This is an optimization exercise on Yosys and OpenROAD, whose aim is small area and a short achievable clock period, not a production implementation.
Function not checked in this run: the RTL went through the layout flow alone.
The clock port is modelled as an ideal driver; clocking choices that lean on that would not hold on a real chip.
Power figures rest on the tool's default switching activity, not on a simulated workload.

**config.mk**
```make
export PLATFORM = sky130hd
export DESIGN_NAME = fairArb
export DESIGN_NICKNAME = fairArb
export VERILOG_FILES = /design/flow/design.v
export SDC_FILE = /design/flow/constraint.sdc
export NUM_CORES = 4
export LEC_CHECK = 0
export ABC_AREA = 1
export CAP_MARGIN = 20
export CORE_MARGIN = 2
export CORE_UTILIZATION = 40
export SLEW_MARGIN = 20
```
**constraint.sdc**
```tcl
create_clock -name core_clock -period 4.0 [get_ports {clk}]
set_input_delay 0.8000 -clock core_clock [delete_from_list [all_inputs] [get_ports {clk}]]
set_output_delay 0.8000 -clock core_clock [all_outputs]
set_load 0.01 [all_outputs]
```
**standard.sh**
```bash
#!/bin/bash
# synth_recipe.tcl (not shown) runs the flow's synth.tcl, then flattens the netlist and writes it again
# the make line also repeats each setting of config.mk as NAME=value (left out here)
make -C /OpenROAD-flow-scripts/flow DESIGN_CONFIG=/design/flow/config.mk WORK_HOME=/design/flow/orfs CLKGATE_MAP_FILE= SYNTH_SCRIPT=/design/flow/synth_recipe.tcl "${@:-finish}"
```
**flow/size_cts.tcl**
```tcl
# second sizing pass, after clock tree synthesis (see size.tcl)
set ::env(SIZE_STAGE) cts
source [file join [file dirname [info script]] size.tcl]
```
**flow/vars.sh**
```bash
EXTRA=(BUFFER_PORTS_ARGS="-buffer_cell sky130_fd_sc_hd__buf_2")
```
**flow/size.tcl**
```tcl
source $::env(PLATFORM_DIR)/setRC.tcl
set ::size_stage [expr {[info exists ::env(SIZE_STAGE)] ? $::env(SIZE_STAGE) : "place"}]
set ::size_per [get_property [get_clocks core_clock] period]
set ::size_in [delete_from_list [all_inputs] [get_ports clk]]
set ::size_dly [expr {0.2 * $::size_per}]
if {$::size_stage eq "cts"} {
  set_propagated_clock [all_clocks]
} else {
  set ::size_lat [expr {[info exists ::env(SIZE_CLK_LATENCY)] ? $::env(SIZE_CLK_LATENCY) : 0.26}]
  set_input_delay [expr {$::size_dly - $::size_lat}] -clock core_clock $::size_in
  set_output_delay [expr {$::size_dly + $::size_lat}] -clock core_clock [all_outputs]
}
set_dont_use $::env(DONT_USE_CELLS)
estimate_parasitics -placement
sta::make_equiv_cells [get_libs *]

# the period is a soft maximum over all endpoints, so that paths close to the
# worst one also count and ties between near-critical paths do not stall it
proc size_obj {} {
  estimate_parasitics -placement
  set k $::size_k
  set sum 0.0
  foreach p $::size_eps {
    set d [expr {$::size_per - [get_property $p slack_max]}]
    set sum [expr {$sum + exp($k * ($d - 2.0))}]
  }
  set ps [expr {2.0 + log($sum) / $k}]
  return [expr {log([rsz::design_area]) + log($ps)}]
}
set ::size_k [expr {[info exists ::env(SIZE_K)] ? $::env(SIZE_K) : 25.0}]
set ::size_eps [concat [all_registers -data_pins] [all_outputs]]

set ::size_cands {}
foreach inst [get_cells *] {
  set ref [get_property $inst ref_name]
  set name [get_full_name $inst]
  if {[string match "*tapvpwrvgnd*" $ref] || [string match "*fill*" $ref] || [string match "*conb*" $ref]} { continue }
  if {[string match "clkbuf_*" $name] || [string match "clkload*" $name] || [string match "clkinv*" $name]} { continue }
  set lc [get_lib_cells $ref]
  set alts {}
  foreach c [sta::find_equiv_cells $lc] {
    set n [get_name $c]
    if {[string match "*lpflow*" $n] || [string match "*probe*" $n]} { continue }
    lappend alts $n
  }
  if {[llength $alts] > 1} { lappend ::size_cands [list $inst $alts] }
}

proc size_state {} {
  set st {}
  foreach c $::size_cands { lappend st [get_property [lindex $c 0] ref_name] }
  return $st
}
proc size_restore {st} {
  foreach c $::size_cands n $st {
    set inst [lindex $c 0]
    if {[get_property $inst ref_name] ne $n} { replace_cell $inst $n }
  }
}
proc size_report {tag obj} {
  puts "size($::size_stage): $tag obj [format %.5f $obj] ws [format %.4f [worst_slack -max]] area [format %.2f [expr {[rsz::design_area]*1e12}]]"
}

proc size_greedy {maxpass} {
  set best [size_obj]
  size_report "greedy start" $best
  for {set pass 0} {$pass < $maxpass} {incr pass} {
    set changed 0
    foreach c $::size_cands {
      lassign $c inst alts
      set cur [get_property $inst ref_name]
      set pick $cur
      foreach n $alts {
        if {$n eq $cur} { continue }
        replace_cell $inst $n
        set o [size_obj]
        if {$o < $best - 1e-7} { set best $o; set pick $n }
      }
      if {[get_property $inst ref_name] ne $pick} { replace_cell $inst $pick }
      if {$pick ne $cur} { incr changed }
    }
    set best [size_obj]
    size_report "pass $pass changed $changed" $best
    if {$changed == 0} { break }
  }
  return $best
}

set maxpass [expr {[info exists ::env(SIZE_PASSES)] ? $::env(SIZE_PASSES) : 8}]
if {$::size_stage eq "cts"} {
  size_greedy $maxpass
  detailed_placement
  check_placement -verbose
  estimate_parasitics -placement
  puts "size($::size_stage): legalised ws [worst_slack -max] hold [worst_slack -min]"
} else {
  set margins [expr {[info exists ::env(SIZE_MARGINS)] ? $::env(SIZE_MARGINS) : "none"}]
  set start [size_state]
  set best_obj 1e9
  set best_st $start
  foreach m $margins {
    size_restore $start
    estimate_parasitics -placement
    if {$m ne "none"} {
      repair_timing -setup -setup_margin $m -sequence "sizeup,swap" -repair_tns 100
    }
    set o [size_greedy $maxpass]
    puts "size($::size_stage): margin $m final obj [format %.5f $o]"
    if {$o < $best_obj} { set best_obj $o; set best_st [size_state] }
  }
  size_restore $best_st
  size_report "chosen" [size_obj]
  set_input_delay $::size_dly -clock core_clock $::size_in
  set_output_delay $::size_dly -clock core_clock [all_outputs]
  estimate_parasitics -placement
}
```
**design.v**
```verilog
module fairArb (
	input  logic [15:0] bids,
	output logic [15:0] wins,
	input  logic        get_next_win,
	input  logic        clk,
	input  logic        rst
);
	logic [3:0]  p;
	logic        a, b;
	logic [15:0] m, nm, g;
	logic [3:0]  pn;
	logic        anyb, upd;
	logic nbm_1;
	logic nbm_2;
	logic nbm_3;
	logic nbm_4;
	logic nbm_5;
	logic nbm_6;
	logic nbm_7;
	logic nbm_8;
	logic nbm_9;
	logic nbm_10;
	logic nbm_11;
	logic nbm_12;
	logic nbm_13;
	logic nbm_14;
	logic nbm_15;
	logic nbm_16;
	logic n_17;
	logic n_18;
	logic n_19;
	logic n_20;
	logic n_21;
	logic n_22;
	logic n_23;
	logic n_24;
	logic n_25;
	logic n_26;
	logic n_27;
	logic n_28;
	logic n_29;
	logic n_30;
	logic n_31;
	logic n_32;
	logic n_33;
	logic n_34;
	logic n_35;
	logic n_36;
	logic n_37;
	logic n_38;
	logic n_39;
	logic n_40;
	logic n_41;
	logic n_42;
	logic n_43;
	logic n_44;
	logic n_45;
	logic n_46;
	logic n_47;
	logic n_48;
	logic n_49;
	logic n_50;
	logic n_51;
	logic n_52;
	logic n_53;
	logic n_54;
	logic n_55;
	logic n_56;
	logic n_57;
	logic n_58;
	logic n_59;
	logic n_60;
	logic n_61;
	logic n_62;
	logic n_63;
	logic n_64;
	logic n_65;
	logic n_66;
	logic n_67;
	logic n_68;
	logic n_69;
	logic n_70;
	logic n_71;
	logic n_72;
	logic n_73;
	logic n_74;
	logic n_75;
	logic n_76;
	logic n_77;
	logic n_78;
	logic n_79;
	logic n_80;
	logic n_81;
	logic n_82;
	logic n_83;
	logic n_84;
	logic n_85;
	logic n_86;
	logic n_87;
	logic n_88;
	logic n_89;
	logic n_90;
	logic n_91;
	logic n_92;
	logic n_93;
	logic n_94;
	logic n_95;
	logic n_96;
	logic n_97;
	logic n_98;
	logic n_99;
	logic n_100;
	logic n_101;
	logic n_102;
	logic n_103;
	logic n_104;
	logic n_105;
	logic n_106;
	logic n_107;
	logic n_108;
	logic n_109;
	logic n_110;
	logic n_111;
	logic n_112;
	logic n_113;
	logic n_114;
	logic nrb_115;
	logic n_116;
	logic nrb_117;
	logic n_118;
	logic n_119;
	logic nrb_120;
	logic n_121;
	logic nrb_122;
	logic n_123;
	logic n_124;
	logic nrb_125;
	logic n_126;
	logic n_127;
	logic nrb_128;
	logic n_129;
	logic nrb_130;
	logic n_131;
	logic nrb_132;
	logic n_133;
	logic nrb_134;
	logic n_135;
	logic nrb_136;
	logic n_137;
	logic n_138;
	logic nrb_139;
	logic n_140;
	logic n_141;
	logic nrb_142;
	logic n_143;
	logic n_144;
	logic nrb_145;
	logic n_146;
	logic n_147;
	logic nrb_148;
	logic n_149;
	logic n_150;
	logic nrb_151;
	logic n_152;
	logic n_153;
	logic nrb_154;
	logic n_155;
	logic n_156;
	always @(*) begin
		for (int i = 0; i < 16; i++) begin
			m[i]  = (i[3:0] >= p);
			nm[i] = ~(i[3:0] >= p);
		end
	end
	g_nand2 u_nbm_1 (.a(bids[0]), .b(m[0]), .y(nbm_1));
	g_nand2 u_nbm_2 (.a(bids[1]), .b(m[1]), .y(nbm_2));
	g_nand2 u_nbm_3 (.a(bids[2]), .b(m[2]), .y(nbm_3));
	g_nand2 u_nbm_4 (.a(bids[3]), .b(m[3]), .y(nbm_4));
	g_nand2 u_nbm_5 (.a(bids[4]), .b(m[4]), .y(nbm_5));
	g_nand2 u_nbm_6 (.a(bids[5]), .b(m[5]), .y(nbm_6));
	g_nand2 u_nbm_7 (.a(bids[6]), .b(m[6]), .y(nbm_7));
	g_nand2 u_nbm_8 (.a(bids[7]), .b(m[7]), .y(nbm_8));
	g_nand2 u_nbm_9 (.a(bids[8]), .b(m[8]), .y(nbm_9));
	g_nand2 u_nbm_10 (.a(bids[9]), .b(m[9]), .y(nbm_10));
	g_nand2 u_nbm_11 (.a(bids[10]), .b(m[10]), .y(nbm_11));
	g_nand2 u_nbm_12 (.a(bids[11]), .b(m[11]), .y(nbm_12));
	g_nand2 u_nbm_13 (.a(bids[12]), .b(m[12]), .y(nbm_13));
	g_nand2 u_nbm_14 (.a(bids[13]), .b(m[13]), .y(nbm_14));
	g_nand2 u_nbm_15 (.a(bids[14]), .b(m[14]), .y(nbm_15));
	g_nand2 u_nbm_16 (.a(bids[15]), .b(m[15]), .y(nbm_16));
	g_nand2 u_n_17 (.a(nbm_2), .b(nbm_1), .y(n_17));
	g_nand2 u_n_18 (.a(nbm_3), .b(nbm_2), .y(n_18));
	g_nand2 u_n_19 (.a(nbm_4), .b(nbm_3), .y(n_19));
	g_nand2 u_n_20 (.a(nbm_5), .b(nbm_4), .y(n_20));
	g_nand2 u_n_21 (.a(nbm_6), .b(nbm_5), .y(n_21));
	g_nand2 u_n_22 (.a(nbm_7), .b(nbm_6), .y(n_22));
	g_nand2 u_n_23 (.a(nbm_8), .b(nbm_7), .y(n_23));
	g_nand2 u_n_24 (.a(nbm_9), .b(nbm_8), .y(n_24));
	g_nand2 u_n_25 (.a(nbm_10), .b(nbm_9), .y(n_25));
	g_nand2 u_n_26 (.a(nbm_11), .b(nbm_10), .y(n_26));
	g_nand2 u_n_27 (.a(nbm_12), .b(nbm_11), .y(n_27));
	g_nand2 u_n_28 (.a(nbm_13), .b(nbm_12), .y(n_28));
	g_nand2 u_n_29 (.a(nbm_14), .b(nbm_13), .y(n_29));
	g_nand2 u_n_30 (.a(nbm_15), .b(nbm_14), .y(n_30));
	g_nand2 u_n_31 (.a(nbm_16), .b(nbm_15), .y(n_31));
	g_nor2b u_n_32 (.a(n_18), .bn(nbm_1), .y(n_32));
	g_nor2 u_n_33 (.a(n_19), .b(n_17), .y(n_33));
	g_nor2 u_n_34 (.a(n_20), .b(n_18), .y(n_34));
	g_nor2 u_n_35 (.a(n_21), .b(n_19), .y(n_35));
	g_nor2 u_n_36 (.a(n_22), .b(n_20), .y(n_36));
	g_nor2 u_n_37 (.a(n_23), .b(n_21), .y(n_37));
	g_nor2 u_n_38 (.a(n_24), .b(n_22), .y(n_38));
	g_nor2 u_n_39 (.a(n_25), .b(n_23), .y(n_39));
	g_nor2 u_n_40 (.a(n_26), .b(n_24), .y(n_40));
	g_nor2 u_n_41 (.a(n_27), .b(n_25), .y(n_41));
	g_nor2 u_n_42 (.a(n_28), .b(n_26), .y(n_42));
	g_nor2 u_n_43 (.a(n_29), .b(n_27), .y(n_43));
	g_nor2 u_n_44 (.a(n_30), .b(n_28), .y(n_44));
	g_nor2 u_n_45 (.a(n_31), .b(n_29), .y(n_45));
	g_nand2 u_n_46 (.a(n_34), .b(nbm_1), .y(n_46));
	g_nand2b u_n_47 (.an(n_17), .b(n_35), .y(n_47));
	g_nand2 u_n_48 (.a(n_36), .b(n_32), .y(n_48));
	g_nand2 u_n_49 (.a(n_37), .b(n_33), .y(n_49));
	g_nand2 u_n_50 (.a(n_38), .b(n_34), .y(n_50));
	g_nand2 u_n_51 (.a(n_39), .b(n_35), .y(n_51));
	g_nand2 u_n_52 (.a(n_40), .b(n_36), .y(n_52));
	g_nand2 u_n_53 (.a(n_41), .b(n_37), .y(n_53));
	g_nand2 u_n_54 (.a(n_42), .b(n_38), .y(n_54));
	g_nand2 u_n_55 (.a(n_43), .b(n_39), .y(n_55));
	g_nand2 u_n_56 (.a(n_44), .b(n_40), .y(n_56));
	g_nand2 u_n_57 (.a(n_45), .b(n_41), .y(n_57));
	g_nor2b u_n_58 (.a(n_50), .bn(nbm_1), .y(n_58));
	g_nor2 u_n_59 (.a(n_51), .b(n_17), .y(n_59));
	g_nor2b u_n_60 (.a(n_52), .bn(n_32), .y(n_60));
	g_nor2b u_n_61 (.a(n_53), .bn(n_33), .y(n_61));
	g_nor2 u_n_62 (.a(n_54), .b(n_46), .y(n_62));
	g_nor2 u_n_63 (.a(n_55), .b(n_47), .y(n_63));
	g_nor2 u_n_64 (.a(n_56), .b(n_48), .y(n_64));
	g_nor2 u_n_65 (.a(n_57), .b(n_49), .y(n_65));
	g_nor2 u_n_66 (.a(bids[1]), .b(bids[0]), .y(n_66));
	g_nor2 u_n_67 (.a(bids[2]), .b(bids[1]), .y(n_67));
	g_nor2 u_n_68 (.a(bids[3]), .b(bids[2]), .y(n_68));
	g_nor2 u_n_69 (.a(bids[4]), .b(bids[3]), .y(n_69));
	g_nor2 u_n_70 (.a(bids[5]), .b(bids[4]), .y(n_70));
	g_nor2 u_n_71 (.a(bids[6]), .b(bids[5]), .y(n_71));
	g_nor2 u_n_72 (.a(bids[7]), .b(bids[6]), .y(n_72));
	g_nor2 u_n_73 (.a(bids[8]), .b(bids[7]), .y(n_73));
	g_nor2 u_n_74 (.a(bids[9]), .b(bids[8]), .y(n_74));
	g_nor2 u_n_75 (.a(bids[10]), .b(bids[9]), .y(n_75));
	g_nor2 u_n_76 (.a(bids[11]), .b(bids[10]), .y(n_76));
	g_nor2 u_n_77 (.a(bids[12]), .b(bids[11]), .y(n_77));
	g_nor2 u_n_78 (.a(bids[13]), .b(bids[12]), .y(n_78));
	g_nor2 u_n_79 (.a(bids[14]), .b(bids[13]), .y(n_79));
	g_nor2 u_n_80 (.a(bids[15]), .b(bids[14]), .y(n_80));
	g_nand2b u_n_81 (.an(bids[0]), .b(n_67), .y(n_81));
	g_nand2 u_n_82 (.a(n_68), .b(n_66), .y(n_82));
	g_nand2 u_n_83 (.a(n_69), .b(n_67), .y(n_83));
	g_nand2 u_n_84 (.a(n_70), .b(n_68), .y(n_84));
	g_nand2 u_n_85 (.a(n_71), .b(n_69), .y(n_85));
	g_nand2 u_n_86 (.a(n_72), .b(n_70), .y(n_86));
	g_nand2 u_n_87 (.a(n_73), .b(n_71), .y(n_87));
	g_nand2 u_n_88 (.a(n_74), .b(n_72), .y(n_88));
	g_nand2 u_n_89 (.a(n_75), .b(n_73), .y(n_89));
	g_nand2 u_n_90 (.a(n_76), .b(n_74), .y(n_90));
	g_nand2 u_n_91 (.a(n_77), .b(n_75), .y(n_91));
	g_nand2 u_n_92 (.a(n_78), .b(n_76), .y(n_92));
	g_nand2 u_n_93 (.a(n_79), .b(n_77), .y(n_93));
	g_nand2 u_n_94 (.a(n_80), .b(n_78), .y(n_94));
	g_nor2 u_n_95 (.a(n_83), .b(bids[0]), .y(n_95));
	g_nor2b u_n_96 (.a(n_84), .bn(n_66), .y(n_96));
	g_nor2 u_n_97 (.a(n_85), .b(n_81), .y(n_97));
	g_nor2 u_n_98 (.a(n_86), .b(n_82), .y(n_98));
	g_nor2 u_n_99 (.a(n_87), .b(n_83), .y(n_99));
	g_nor2 u_n_100 (.a(n_88), .b(n_84), .y(n_100));
	g_nor2 u_n_101 (.a(n_89), .b(n_85), .y(n_101));
	g_nor2 u_n_102 (.a(n_90), .b(n_86), .y(n_102));
	g_nor2 u_n_103 (.a(n_91), .b(n_87), .y(n_103));
	g_nor2 u_n_104 (.a(n_92), .b(n_88), .y(n_104));
	g_nor2 u_n_105 (.a(n_93), .b(n_89), .y(n_105));
	g_nor2 u_n_106 (.a(n_94), .b(n_90), .y(n_106));
	g_nand2b u_n_107 (.an(bids[0]), .b(n_99), .y(n_107));
	g_nand2 u_n_108 (.a(n_100), .b(n_66), .y(n_108));
	g_nand2b u_n_109 (.an(n_81), .b(n_101), .y(n_109));
	g_nand2b u_n_110 (.an(n_82), .b(n_102), .y(n_110));
	g_nand2 u_n_111 (.a(n_103), .b(n_95), .y(n_111));
	g_nand2 u_n_112 (.a(n_104), .b(n_96), .y(n_112));
	g_nand2 u_n_113 (.a(n_105), .b(n_97), .y(n_113));
	g_nand2 u_n_114 (.a(n_106), .b(n_98), .y(n_114));
	g_nand2 u_nrb_115 (.a(bids[0]), .b(rst), .y(nrb_115));
	g_inv u_n_116 (.a(n_65), .y(n_116));
	g_a211oi u_g0 (.a1(nm[0]), .a2(n_116), .b1(1'b0), .c1(nrb_115), .y(g[0]));
	g_nand2 u_nrb_117 (.a(bids[1]), .b(rst), .y(nrb_117));
	g_nand2b u_n_118 (.an(bids[0]), .b(n_65), .y(n_118));
	g_inv u_n_119 (.a(nbm_1), .y(n_119));
	g_a211oi u_g1 (.a1(nm[1]), .a2(n_118), .b1(n_119), .c1(nrb_117), .y(g[1]));
	g_nand2 u_nrb_120 (.a(bids[2]), .b(rst), .y(nrb_120));
	g_nand2 u_n_121 (.a(n_65), .b(n_66), .y(n_121));
	g_a211oi u_g2 (.a1(nm[2]), .a2(n_121), .b1(n_17), .c1(nrb_120), .y(g[2]));
	g_nand2 u_nrb_122 (.a(bids[3]), .b(rst), .y(nrb_122));
	g_nand2b u_n_123 (.an(n_81), .b(n_65), .y(n_123));
	g_inv u_n_124 (.a(n_32), .y(n_124));
	g_a211oi u_g3 (.a1(nm[3]), .a2(n_123), .b1(n_124), .c1(nrb_122), .y(g[3]));
	g_nand2 u_nrb_125 (.a(bids[4]), .b(rst), .y(nrb_125));
	g_nand2b u_n_126 (.an(n_82), .b(n_65), .y(n_126));
	g_inv u_n_127 (.a(n_33), .y(n_127));
	g_a211oi u_g4 (.a1(nm[4]), .a2(n_126), .b1(n_127), .c1(nrb_125), .y(g[4]));
	g_nand2 u_nrb_128 (.a(bids[5]), .b(rst), .y(nrb_128));
	g_nand2 u_n_129 (.a(n_65), .b(n_95), .y(n_129));
	g_a211oi u_g5 (.a1(nm[5]), .a2(n_129), .b1(n_46), .c1(nrb_128), .y(g[5]));
	g_nand2 u_nrb_130 (.a(bids[6]), .b(rst), .y(nrb_130));
	g_nand2 u_n_131 (.a(n_65), .b(n_96), .y(n_131));
	g_a211oi u_g6 (.a1(nm[6]), .a2(n_131), .b1(n_47), .c1(nrb_130), .y(g[6]));
	g_nand2 u_nrb_132 (.a(bids[7]), .b(rst), .y(nrb_132));
	g_nand2 u_n_133 (.a(n_65), .b(n_97), .y(n_133));
	g_a211oi u_g7 (.a1(nm[7]), .a2(n_133), .b1(n_48), .c1(nrb_132), .y(g[7]));
	g_nand2 u_nrb_134 (.a(bids[8]), .b(rst), .y(nrb_134));
	g_nand2 u_n_135 (.a(n_65), .b(n_98), .y(n_135));
	g_a211oi u_g8 (.a1(nm[8]), .a2(n_135), .b1(n_49), .c1(nrb_134), .y(g[8]));
	g_nand2 u_nrb_136 (.a(bids[9]), .b(rst), .y(nrb_136));
	g_nand2b u_n_137 (.an(n_107), .b(n_65), .y(n_137));
	g_inv u_n_138 (.a(n_58), .y(n_138));
	g_a211oi u_g9 (.a1(nm[9]), .a2(n_137), .b1(n_138), .c1(nrb_136), .y(g[9]));
	g_nand2 u_nrb_139 (.a(bids[10]), .b(rst), .y(nrb_139));
	g_nand2b u_n_140 (.an(n_108), .b(n_65), .y(n_140));
	g_inv u_n_141 (.a(n_59), .y(n_141));
	g_a211oi u_g10 (.a1(nm[10]), .a2(n_140), .b1(n_141), .c1(nrb_139), .y(g[10]));
	g_nand2 u_nrb_142 (.a(bids[11]), .b(rst), .y(nrb_142));
	g_nand2b u_n_143 (.an(n_109), .b(n_65), .y(n_143));
	g_inv u_n_144 (.a(n_60), .y(n_144));
	g_a211oi u_g11 (.a1(nm[11]), .a2(n_143), .b1(n_144), .c1(nrb_142), .y(g[11]));
	g_nand2 u_nrb_145 (.a(bids[12]), .b(rst), .y(nrb_145));
	g_nand2b u_n_146 (.an(n_110), .b(n_65), .y(n_146));
	g_inv u_n_147 (.a(n_61), .y(n_147));
	g_a211oi u_g12 (.a1(nm[12]), .a2(n_146), .b1(n_147), .c1(nrb_145), .y(g[12]));
	g_nand2 u_nrb_148 (.a(bids[13]), .b(rst), .y(nrb_148));
	g_nand2b u_n_149 (.an(n_111), .b(n_65), .y(n_149));
	g_inv u_n_150 (.a(n_62), .y(n_150));
	g_a211oi u_g13 (.a1(nm[13]), .a2(n_149), .b1(n_150), .c1(nrb_148), .y(g[13]));
	g_nand2 u_nrb_151 (.a(bids[14]), .b(rst), .y(nrb_151));
	g_nand2b u_n_152 (.an(n_112), .b(n_65), .y(n_152));
	g_inv u_n_153 (.a(n_63), .y(n_153));
	g_a211oi u_g14 (.a1(nm[14]), .a2(n_152), .b1(n_153), .c1(nrb_151), .y(g[14]));
	g_nand2 u_nrb_154 (.a(bids[15]), .b(rst), .y(nrb_154));
	g_nand2b u_n_155 (.an(n_113), .b(n_65), .y(n_155));
	g_inv u_n_156 (.a(n_64), .y(n_156));
	g_a211oi u_g15 (.a1(nm[15]), .a2(n_155), .b1(n_156), .c1(nrb_154), .y(g[15]));
	assign anyb = n_114;
	assign pn[0] = ~(g[1] | g[3] | g[5] | g[7] | g[9] | g[11] | g[13] | g[15]);
	assign pn[1] = g[1] | g[2] | g[5] | g[6] | g[9] | g[10] | g[13] | g[14];
	assign pn[2] = g[3] | g[4] | g[5] | g[6] | g[11] | g[12] | g[13] | g[14];
	assign pn[3] = g[7] | g[8] | g[9] | g[10] | g[11] | g[12] | g[13] | g[14];
	assign upd = (a & ~b) | (b & get_next_win & anyb);
	always_ff @(posedge clk) begin
		if (~rst) begin
			wins <= 16'd0;
			p    <= 4'd0;
			a    <= 1'b0;
			b    <= 1'b0;
		end else begin
			wins <= g;
			a    <= 1'b1;
			b    <= a;
			if (upd)
				p <= pn;
		end
	end
endmodule
module g_inv (input logic a, output logic y);
	assign y = ~a;
endmodule
module g_nand2 (input logic a, input logic b, output logic y);
	assign y = ~(a & b);
endmodule
module g_nor2 (input logic a, input logic b, output logic y);
	assign y = ~(a | b);
endmodule
module g_nand2b (input logic an, input logic b, output logic y);
	assign y = ~(~an & b);
endmodule
module g_nor2b (input logic a, input logic bn, output logic y);
	assign y = ~(a | ~bn);
endmodule
module g_a211oi (input logic a1, input logic a2, input logic b1, input logic c1, output logic y);
	assign y = ~((a1 & a2) | b1 | c1);
endmodule
module g_o211ai (input logic a1, input logic a2, input logic b1, input logic c1, output logic y);
	assign y = ~((a1 | a2) & b1 & c1);
endmodule
module g_nor3 (input logic a, input logic b, input logic c, output logic y);
	assign y = ~(a | b | c);
endmodule
module g_nand3 (input logic a, input logic b, input logic c, output logic y);
	assign y = ~(a & b & c);
endmodule
module g_nor4 (input logic a, input logic b, input logic c, input logic d, output logic y);
	assign y = ~(a | b | c | d);
endmodule
module g_nand4 (input logic a, input logic b, input logic c, input logic d, output logic y);
	assign y = ~(a & b & c & d);
endmodule
```
**flow/run.sh**
```bash
#!/bin/bash
set -euo pipefail
here=$(cd "$(dirname "$0")" && pwd)
source "$here/vars.sh"
bash standard.sh synth > synth.log 2>&1
bash standard.sh "${EXTRA[@]}" PRE_DETAIL_PLACE_TCL="$here/size.tcl" POST_CTS_TCL="$here/size_cts.tcl" finish > layout.log 2>&1
```
==> results.sh <==
export IMPL_reg2reg_from="p[3]"
export IMPL_dpl_cell_count=334
export IMPL_ios=35
export IMPL_gr_total_overflow=0
export IMPL_clockPowerShare_pct=27.8
export IMPL_setup_tns_ns=0
export IMPL_viasPerCell=5.00
export IMPL_syn_area_sq_um=1560
export IMPL_p_switching_mw=0.152
export IMPL_critPathKind="primary input to flop"
export IMPL_hold_class="flop to flop"
export IMPL_switching_share_pct=31.1
export IMPL_clock_skew_ns=0.00322
export IMPL_syn_num_nets=276
export IMPL_syn_area_per_cell_sq_um=6.07
export IMPL_finalSetupViolations=0
export IMPL_synth_cells=257
export IMPL_route_detailed_drc=0
export IMPL_io_buffer_count=34
export IMPL_pre_cts_slack_ns=1.65
export IMPL_critPathLaunchType="primary input"
export IMPL_layout_commonest_cell="nand2_1"
export IMPL_final_core_util_pct=46.7
export IMPL_rows=22
export IMPL_r2r_worst_path_cells=12
export IMPL_fin_hold_ws_ns=0.438
export IMPL_placed_area_sq_um=1710
export IMPL_sequentialPowerShare_pct=49.5
export IMPL_synth_area_top_cells="dfxtp_1, nand2_1, inv_1"
export IMPL_initial_core_util_pct=42.0
export IMPL_grt_pass1_vias=1527
export IMPL_power_mw=0.487
export IMPL_yosysTopAreaCell="dfxtp_1"
export IMPL_end_kind="flop"
export IMPL_cts_tree="done"
export IMPL_grtUsageTotal_pct=20.2
export IMPL_stdcell_area_sq_um=1740
export IMPL_rsz0062_at_grt="no"
export IMPL_die_x_microns=66.5
export IMPL_tightest_slew_ns=0.429
export IMPL_synth_top_cell_area_share_pct=28.2
export IMPL_yosys_warnings=1
export IMPL_die_height_microns=66.5
export IMPL_grt_pass1_wl_microns=6840
export IMPL_vias=1689
export IMPL_relSlewSlack_pct=71.2
export IMPL_p_leak_nw=0.848
export IMPL_intPower_mw=0.336
export IMPL_ys_seq_area_share_pct=28.2
export IMPL_r2r_end="p[3]"
export IMPL_routed_wl_microns=4140
export IMPL_min_period_ns=2.14
export IMPL_final_cells=338
export IMPL_post_drt_wl_per_cell_microns=12.2
export IMPL_clkTransAtPathRegs_ns=0.07
export IMPL_layout_common_cells="nand2_1, nand3_1, inv_1, nor2_1, clkbuf_1"
export IMPL_cp_data_required_time_ns=4.19
export IMPL_setup_ws_ns=1.86
export IMPL_ys_flop_type="dfxtp_1"
export IMPL_hpwlAfterDp_microns=3350
export IMPL_diodes=0
export IMPL_critPathMaxFanout=16
export IMPL_coreArea_sq_um=3720
export IMPL_drive_above_1_share_pct=13.4
export IMPL_status="timing/DRC/antenna clean"
export IMPL_cp_arrival_ns=2.32
export IMPL_peakVddDrop_uv=113
export IMPL_ys_ff_latch=22
export IMPL_gp_congestion=0.936
export IMPL_insertion_delay_ns=0.25
export IMPL_ys_types=30
export IMPL_fmax_ghz=0.468
export IMPL_synthToLayoutAreaGrowth_pct=11.3
export IMPL_slew_violations=0
export IMPL_first_pass_iters=5
export IMPL_startpoint="bids[0]"
export IMPL_layout_nets=310
export IMPL_powerDensity_nw_per_um2=280
export IMPL_ant_nets=0
export IMPL_drtIter0Drc=153
export IMPL_synth_edff_count=0
export IMPL_combPwrFrac_pct=22.8
export IMPL_grt_start_max_net_pins=17
export IMPL_reg2reg_setup_slack_ns=1.88
export IMPL_synthArstFlopShare_pct=0
export IMPL_antenna_found_initial=0
export IMPL_hold_viol=0
export IMPL_min_period_over_period_pct=53.5
export IMPL_crit_path_end="p[3]"
export IMPL_drv_cap=0
export IMPL_cts_sinks=22
export IMPL_die_area_sq_um=4420
-- synth_stat cells, types with 3 or more instances --
master	count
nand2_2	5
dfxtp_1	22
inv_1	46
nor2_2	3
nor3_1	9
nand4_1	6
inv_2	6
nand2_1	54
nand3_2	3
a21oi_1	8
nand3_1	34
nor2_1	33
o21ai_0	5
-- flip-flops by register name (all words and copies together) (netlist names) --
name	cells
a	1
wins	16
b	1
p	4
-- worst min path at each step --
stage,startpoint,endpoint,cells past startpoint
2_1_floorplan,a,b,2
3_3_place_gp,a,b,2
3_5_place_dp,a,b,2
5_1_grt,a,b,2
6_report,a,b,2
-- logic make-up after synthesis --
group	count (synthesis)	synth area share [%]
AOI/OAI and AO/OA	21	8.10
and+or+nand+nor	156	48.2
DFF	22	28.2
buffers and inverters	58	15.5
-- power groups by stage --
stage          Clock, mW  Sequential (mW)  Combinational, mW
6_report           0.135            0.241              0.111
5_1_grt            0.156            0.243              0.125
3_5_place_dp           0            0.245              0.114
3_3_place_gp           0            0.246              0.116
2_1_floorplan          0            0.241             0.0869
-- worst max-delay path, stage by stage --
cell	delay [ns]
buf_6	0.10
nand3_1	0.11
nand2_2	0.09
nor2_2	0.16
nand2_2	0.13
nor2_8	0.23
nand2_2	0.15
nor2_1	0.12
nor2_1	0.06
nor3_2	0.19
nor2_1	0.06
a21oi_1	0.13
-- routing by layer --
metal,vias up,GRT usage [%],part of all wire [%]
met4,0,9.18,1.6
met1,742,28.2,47
li1,875,-,-
met3,6,2.70,7.4
met2,66,30.6,44
met5,-,0,0
-- area by class of cell --
cell class,count,area [sq um]
Multi-Input combinational cell,177,846
Tap cell,48,60.1
Clock buffer,4,45.0
Fill cell,411,1980
Inverter,53,199
Timing Repair Buffer,34,139
Sequential cell,22,448

separate check: timing with driven ports:
How much do the figures lean on ideal ports? The routed layout below was timed once more, with nothing changed but the port constraints. Step 1: set_driving_cell puts a clkbuf_16 on clk and a buf_2 on each other input, an assumption about the parent block. Step 2 also shifts input and output timing later by t, the mid clock arrival at the registers, as if the neighbouring blocks saw the same clock. Three values: no drivers, after step 1, after step 2; two values: the first two.
t (ns): 0.279
setup slack, ns: 1.861 / 1.851 / 1.573
hold WS [ns]: 0.438 / 0.438 / 0.438
clock arrival spread, ns: 0.004 / 0.003
slew at the worst register clock pin (ns): 0.07 / 0.07
After both steps setup and hold are still met in this run. The setup slack of this run moves by -0.010 ns with the drivers and by -0.288 ns with both steps.
